From an optimization exercise on the open Yosys and OpenROAD flow, aimed at small area and a short achievable clock period; shortcuts taken in it are not production practice.
No activity file was given, so power comes from the tool's default toggle rates. No driver is modelled on the clock port, so clocking that relies on it looks cheaper here than on a real chip.

Setup of oak:
==> flow/design.v <==
`timescale 1ns / 1ps
module ambilight (
    input clk,           
    input rst,           
    input [23:0] rbg,    
    input vde,           
    input vsync,         
    output led_data      
    );
    localparam N = 39;           
    localparam W = 14;           
    reg rst_r;                   
    always @(posedge clk) rst_r <= rst;
    reg d_vsync, d_valid;
    reg [6:0] hs, vs;
    reg [4:0] hp;
    reg [3:0] vp;
    wire rise = vsync & ~d_vsync;
    wire fall = ~vsync & d_vsync;
    wire lend = d_valid & ~vde;
    wire [6:0] hsb = rst_r ? 7'd0 : hs;
    wire [4:0] hpb = rst_r ? 5'd0 : hp;
    wire [6:0] vsb = rst_r ? 7'd0 : vs;
    wire [3:0] vpb = rst_r ? 4'd0 : vp;
    wire [6:0] hs_inc = (hsb == 100) ? 7'd0 : hsb + 1'b1;
    wire [4:0] hp_inc = (hsb == 100 && hpb != 19) ? hpb + 1'b1 : hpb;
    wire [6:0] vs_inc = (vsb == 97) ? 7'd0 : vsb + 1'b1;
    wire [3:0] vp_inc = (vsb == 97 && vpb != 11) ? vpb + 1'b1 : vpb;
    always @(posedge clk) begin
      d_vsync <= vsync & ~rst;
      d_valid <= vde & ~rst;
      if (vde) begin
        hs <= hs_inc; hp <= hp_inc;
      end else if (d_valid) begin
        hs <= 0; hp <= 0;
      end else begin
        hs <= hsb; hp <= hpb;
      end
      if (lend) begin
        vs <= vs_inc; vp <= vp_inc;
      end else if (rise) begin
        vs <= 0; vp <= 0;
      end else begin
        vs <= vsb; vp <= vpb;
      end
    end
    wire [6:0] dvl = (vs > 51) ? vs - 7'd51 : 7'd51 - vs;
    wire [6:0] dvr = (vs > 49) ? vs - 7'd49 : 7'd49 - vs;
    wire [6:0] dht = (hs > 50) ? hs - 7'd50 : 7'd50 - hs;
    wire [6:0] dhr = 7'd101 - hs;
    wire in_l = (hp == 0) && (vp <= 10) && (hs < 8) && (dvl < 8) && (hs + dvl < 8);
    wire in_t = (vp == 0) && (hp != 0) && (hp <= 18) && (dht < 8) && (vs < 8) && (dht + vs < 8);
    wire in_r = (hp == 18) && (vp != 0) && (vp <= 10) && (dhr < 8) && (dvr < 8) && (dhr + dvr < 8);
    wire in_any = in_l | in_t | in_r;
    wire [5:0] led1 = in_l ? 6'd10 - vp : in_t ? 6'd10 + hp : 6'd28 + vp;
    reg pv;
    reg [5:0] pled;
    reg [23:0] pix;      
    always @(posedge clk) begin
      pv <= vde & ~rst & ~rst_r & in_any;
      pled <= led1;
      pix <= {rbg[7:0], rbg[23:16], rbg[15:8]};
    end
    reg clr_r;                       
    always @(posedge clk) clr_r <= rst | fall;
    reg [5:0] pos;                   
    reg [5:0] cc;                    
    reg [3*W*N-1:0] ring;            
    wire [3*W-1:0] rin = ring[3*W*N-1 -: 3*W];
    reg st_r;                        
    wire stale = st_r | clr_r;
    wire [5:0] pos_n = (rst_r || pos == N-1) ? 6'd0 : pos + 1'b1;
    wire [5:0] cc_n = clr_r ? 6'd1 : (cc == N) ? cc : cc + 1'b1;
    reg av, bv;
    reg [5:0] aled, bled;
    reg [3*W-1:0] asum;              
    reg [32:0] bsum;                 
    reg ma_r, mb_r;                  
    wire ma = ma_r & ~clr_r;
    wire mb = mb_r & ~clr_r;
    wire [3*W-1:0] bsum_w = {3'b0, bsum[32:22], 3'b0, bsum[21:11], 3'b0, bsum[10:0]};
    wire [3*W-1:0] xadd = ma ? asum : mb ? bsum_w : {3*W{1'b0}};
    wire [3*W-1:0] rbase = stale ? {3*W{1'b0}} : rin;
    wire [3*W-1:0] hsum;
    assign hsum[3*W-1 -: W] = rbase[3*W-1 -: W] + xadd[3*W-1 -: W];
    assign hsum[2*W-1 -: W] = rbase[2*W-1 -: W] + xadd[2*W-1 -: W];
    assign hsum[W-1 -: W]   = rbase[W-1 -: W]   + xadd[W-1 -: W];
    wire a_same = av && (aled == pled) && !clr_r;
    wire akeep = pv ? (a_same && !ma) : 1'b1;
    wire [3*W-1:0] abase = akeep ? asum : {3*W{1'b0}};
    wire [23:0] apix = pv ? pix : 24'd0;
    wire [3*W-1:0] anew;
    assign anew[3*W-1 -: W] = abase[3*W-1 -: W] + apix[23:16];
    assign anew[2*W-1 -: W] = abase[2*W-1 -: W] + apix[15:8];
    assign anew[W-1 -: W]   = abase[W-1 -: W]   + apix[7:0];
    wire move = !clr_r && pv && !a_same && av && !ma;      
    wire av_n = pv | (~clr_r & av & ~ma);
    wire [5:0] aled_n = (pv | clr_r) ? pled : aled;
    wire bv_n = ~clr_r & (move | (bv & ~mb));
    wire [5:0] bled_n = move ? aled : bled;
    always @(posedge clk) begin
      pos <= pos_n;
      cc <= cc_n;
      st_r <= (cc_n != N);
      ma_r <= av_n & (aled_n == pos_n);
      mb_r <= bv_n & (bled_n == pos_n);
      ring <= {ring[3*W*(N-1)-1:0], hsum};
      av <= av_n;
      bv <= bv_n;
      asum <= anew;
      if (pv | clr_r) aled <= pled;
      if (move) begin
        bled <= aled;
        bsum <= {asum[3*W-4 -: 11], asum[2*W-4 -: 11], asum[W-4 -: 11]};
      end
    end
    reg [5:0] out_cnt;
    reg rdy;
    reg load_r;
    wire ready = (out_cnt == N) & rdy;
    always @(posedge clk) load_r <= rise & ~rst & (ready | rst_r);
    reg fact;                        
    reg [5:0] fd;                    
    reg [5:0] fcc;                   
    reg fst;                         
    reg flast_r;                     
    reg sav, sbv;
    reg [5:0] saled;
    reg [3*W-1:0] sasum;
    reg sma_r, smb_r;                
    wire fnow = load_r | fact;
    wire [3*W-1:0] sxadd = sma_r ? sasum : smb_r ? bsum_w : {3*W{1'b0}};
    wire [3*W-1:0] sbase = fst ? {3*W{1'b0}} : rin;
    wire [3*W-1:0] fsum;
    assign fsum[3*W-1 -: W] = sbase[3*W-1 -: W] + sxadd[3*W-1 -: W];
    assign fsum[2*W-1 -: W] = sbase[2*W-1 -: W] + sxadd[2*W-1 -: W];
    assign fsum[W-1 -: W]   = sbase[W-1 -: W]   + sxadd[W-1 -: W];
    wire [23:0] fval = {fsum[3*W-1 -: 8], fsum[2*W-1 -: 8], fsum[W-1 -: 8]};
    reg [24*N-1:0] oring;            
    reg hit;                         
    wire [5:0] fcc_n = fnow ? ((fcc == N) ? fcc : fcc + 1'b1) : cc_n;
    wire flast_n = fact & (fd == 1);
    wire sav_n = fnow ? sav : av & ~clr_r;
    wire [5:0] saled_n = fnow ? saled : aled;
    wire sbv_n = fnow ? sbv : bv & ~clr_r;
    always @(posedge clk) begin
      if (rst_r) begin
        fact <= 1'b0;
      end else if (load_r) begin
        fact <= 1'b1; fd <= N-2;
      end else if (fact) begin
        if (fd == 0) fact <= 1'b0;
        fd <= fd - 1'b1;
      end
      fcc <= fcc_n;
      fst <= (fcc_n != N) & ~flast_n;
      flast_r <= flast_n;
      sav <= sav_n; sbv <= sbv_n; saled <= saled_n;
      if (!fnow) sasum <= asum;
      sma_r <= sav_n & (saled_n == pos_n) & ~flast_n;
      smb_r <= sbv_n & (bled == pos_n) & ~flast_n;
      oring <= {oring[24*(N-1)-1:0], fnow ? fval : oring[24*N-1 -: 24]};
      hit <= (pos == cur_led);
    end
    reg trig, t_valid_reg, t_valid, nxt_reg, nxt_s;
    reg [5:0] avg_led;
    wire d_trig_w;
    wire nxt_out_w;
    always @(posedge clk) begin
      if (rst_r) begin
        {t_valid, t_valid_reg} <= 2'b00;
        {nxt_s, nxt_reg} <= 2'b11;
      end else begin
        {t_valid, t_valid_reg} <= {t_valid_reg, d_trig_w};
        {nxt_s, nxt_reg} <= {nxt_reg, nxt_out_w};
      end
      if (rst_r) begin
        out_cnt <= N;
        trig <= 1'b0;
      end else if (load_r) begin
        out_cnt <= 0;
        avg_led <= 0;
        if (nxt_s) trig <= 1'b1;
      end else if (out_cnt < N) begin
        avg_led <= out_cnt;
        if (nxt_s) trig <= 1'b1;
        if (t_valid && trig) begin
          trig <= 1'b0;
          out_cnt <= out_cnt + 1'b1;
        end
      end else
        out_cnt <= N;
    end
    localparam IDLE=3'd0, TRANS=3'd1, TRANSX=3'd2, UPDATE=3'd4, FIN=3'd5;
    reg [2:0] state;
    reg [15:0] counter;
    reg chg;
    reg i_out;
    reg dg_trig_reg, dg_trig, d_trig;
    reg [4:0] idx;
    reg [5:0] buf_led, cur_led;
    reg cur_bit;
    reg buf_up;
    reg nxt;
    reg [2:0] state_n;
    reg i_next;
    assign led_data = i_out;
    assign d_trig_w = d_trig;
    assign nxt_out_w = nxt & ~d_trig;
    always @(*) rdy = (state == IDLE);
    wire capture = ~d_trig & dg_trig & (nxt | rdy);
    always @(posedge clk) begin
      if (rst_r) {dg_trig, dg_trig_reg} <= 2'b00;
      else {dg_trig, dg_trig_reg} <= {dg_trig_reg, trig};
      if (rst_r) nxt <= 1'b1;
      else if (capture) begin
        buf_led <= avg_led;
        nxt <= 1'b0;
      end else if (buf_up) nxt <= 1'b1;
      if (rst_r) d_trig <= 1'b0;
      else d_trig <= dg_trig;
      if (hit) cur_bit <= oring[idx];
    end
    always @(*) begin
      state_n = state;
      if (rst_r) state_n = IDLE;
      else case (state)
        IDLE:   if (!nxt) state_n = TRANS;
        TRANS:  state_n = TRANSX;
        TRANSX: if (counter >= 16'd182 + cur_bit) state_n = UPDATE;
        UPDATE: if (idx == 0) begin
                  if (!nxt) state_n = TRANS;
                  else if (counter > 16'd3713) state_n = FIN;
                end else state_n = TRANS;
        FIN:    if (counter > 16'd55687) state_n = IDLE;
        default: ;
      endcase
    end
    always @(*) begin
      i_next = 1'b0;
      if (!rst_r && state == TRANSX)
        i_next = (counter < 16'd59) | ((counter < 16'd119) & cur_bit);
    end
    always @(posedge clk) begin
      counter <= chg ? 16'd0 : counter + 1'b1;
      chg <= (state_n != state);
      state <= state_n;
      i_out <= i_next & ~rst;
      buf_up <= 1'b0;
      if (rst_r) begin
        idx <= 5'd23;
      end else begin
        case (state)
          IDLE: begin
            if (!nxt) begin
              cur_led <= buf_led; buf_up <= 1'b1; idx <= 5'd23;
            end
          end
          UPDATE: begin
            if (idx == 0) begin
              if (!nxt) begin
                idx <= 5'd23; cur_led <= buf_led; buf_up <= 1'b1;
              end
            end else idx <= idx - 1'b1;
          end
          FIN: buf_up <= 1'b1;
          default: ;
        endcase
      end
    end
endmodule
export LEC_CHECK = 0
export CAP_MARGIN = 40
export CORE_MARGIN = 2
export CORE_UTILIZATION = 40
export SLEW_MARGIN = 40
create_clock -name core_clock -period 20.0 [get_ports {clk}]
standard.sh (not shown) runs the stock make flow with config.mk's settings and CLKGATE_MAP_FILE= SYNTH_SCRIPT=/design/flow/synth_recipe.tcl, a recipe that flattens the netlist after the stock synthesis.
==> flow/flow/run.sh <==
#!/bin/bash
bash standard.sh "BUFFER_PORTS_ARGS=-buffer_cell sky130_fd_sc_hd__buf_4" "CTS_ARGS=-sink_clustering_enable -repair_clock_nets -sink_clustering_size 36 -sink_clustering_max_diameter 80 -buf_list sky130_fd_sc_hd__clkbuf_16 -dont_use_dummy_load" finish > standard.log 2>&1
Input changes introduced in pine (baseline for comparison: oak):
-- flow/design.v --
<<< oak, line 45
      end
    end
    wire [6:0] dvl = (vs > 51) ? vs - 7'd51 : 7'd51 - vs;
    wire [6:0] dvr = (vs > 49) ? vs - 7'd49 : 7'd49 - vs;
    wire [6:0] dht = (hs > 50) ? hs - 7'd50 : 7'd50 - hs;
    wire [6:0] dhr = 7'd101 - hs;
    wire in_l = (hp == 0) && (vp <= 10) && (hs < 8) && (dvl < 8) && (hs + dvl < 8);
    wire in_t = (vp == 0) && (hp != 0) && (hp <= 18) && (dht < 8) && (vs < 8) && (dht + vs < 8);
    wire in_r = (hp == 18) && (vp != 0) && (vp <= 10) && (dhr < 8) && (dvr < 8) && (dhr + dvr < 8);
    wire in_any = in_l | in_t | in_r;
    wire [5:0] led1 = in_l ? 6'd10 - vp : in_t ? 6'd10 + hp : 6'd28 + vp;
    reg pv;
    reg [5:0] pled;
>>> pine, line 45
      end
    end
    wire reg_l = (hp == 0) & (vp <= 10);
    wire reg_t = (vp == 0) & (hp != 0) & (hp <= 18);
    wire reg_r = (hp == 18) & (vp != 0) & (vp <= 10);
    wire [6:0] cx = reg_l ? 7'd0 : reg_t ? 7'd50 : 7'd101;
    wire [6:0] cy = reg_l ? 7'd51 : reg_t ? 7'd0 : 7'd49;
    wire [7:0] ex = {1'b0, hs} - {1'b0, cx};
    wire [7:0] ey = {1'b0, vs} - {1'b0, cy};
    wire [6:0] dx = ex[7] ? -ex[6:0] : ex[6:0];
    wire [6:0] dy = ey[7] ? -ey[6:0] : ey[6:0];
    wire [3:0] dsum = dx[2:0] + dy[2:0];
    wire in_any = (reg_l | reg_t | reg_r) & (dx[6:3] == 0) & (dy[6:3] == 0) & ~dsum[3];
    wire [5:0] led1 = reg_l ? 6'd10 - vp : reg_t ? 6'd10 + hp : 6'd28 + vp;
    reg pv;
    reg [5:0] pled;
### Flow results
Compared to oak, pine has number of nets in the layout 20 lower. The flow did not stop early for pine: all stages ran, and the layout cleared the timing, DRC and antenna checks. Diff pine..oak | transition at the pin with the smallest max-transition slack | negligible. Taking oak as 1.0, pine lands at 1.3 on first-iteration DRC count. pine against oak: post-cts sizing count did not really move, routed wire length per instance grew by 1.0%, relative contribution of combinational cells to total power held steady, area enclosed by the die boundary fell 940 um2. Per the comparison of pine with oak, number of global-route vias before repair has increased, design area fell by about 0.5%, core utilization level, met1 routed wirelength after detailed routing moved down, worst reg2reg path depth shows an increase of 5. Layout buffer count excluding clock buffers (lower): pine.
Function was not checked in any run of this note: the RTL went through the layout flow alone.

==> afterwards: timing with drivers on the ports <==
Ports are ideal in the flow. The routed layouts listed here were re-timed in OpenROAD.
Step 1 assumes that a clkbuf_16 drives the clock port and a buf_2 every other input.
Step 2 adds t to the input delays and takes it off the output delays; t is the mean of the earliest and latest rising clock arrival at the registers after step 1. Input paths then give back, and output paths get back, about the clock's delay inside the block.
a / b / c = ideal ports / drivers / drivers and shift; a / b = the first two.
run	t (ns)	slack for setup (ns)	worst register clock-pin slew, ns
oak	0.769	14.879 / 14.806 / 14.733	0.12 / 0.12
pine	0.781	14.889 / 14.817 / 14.363	0.12 / 0.12
After both steps setup and hold are still met in every run listed. For pine, which loses most, drivers alone change the setup slack by -0.072 ns; drivers and shift together by -0.526 ns.
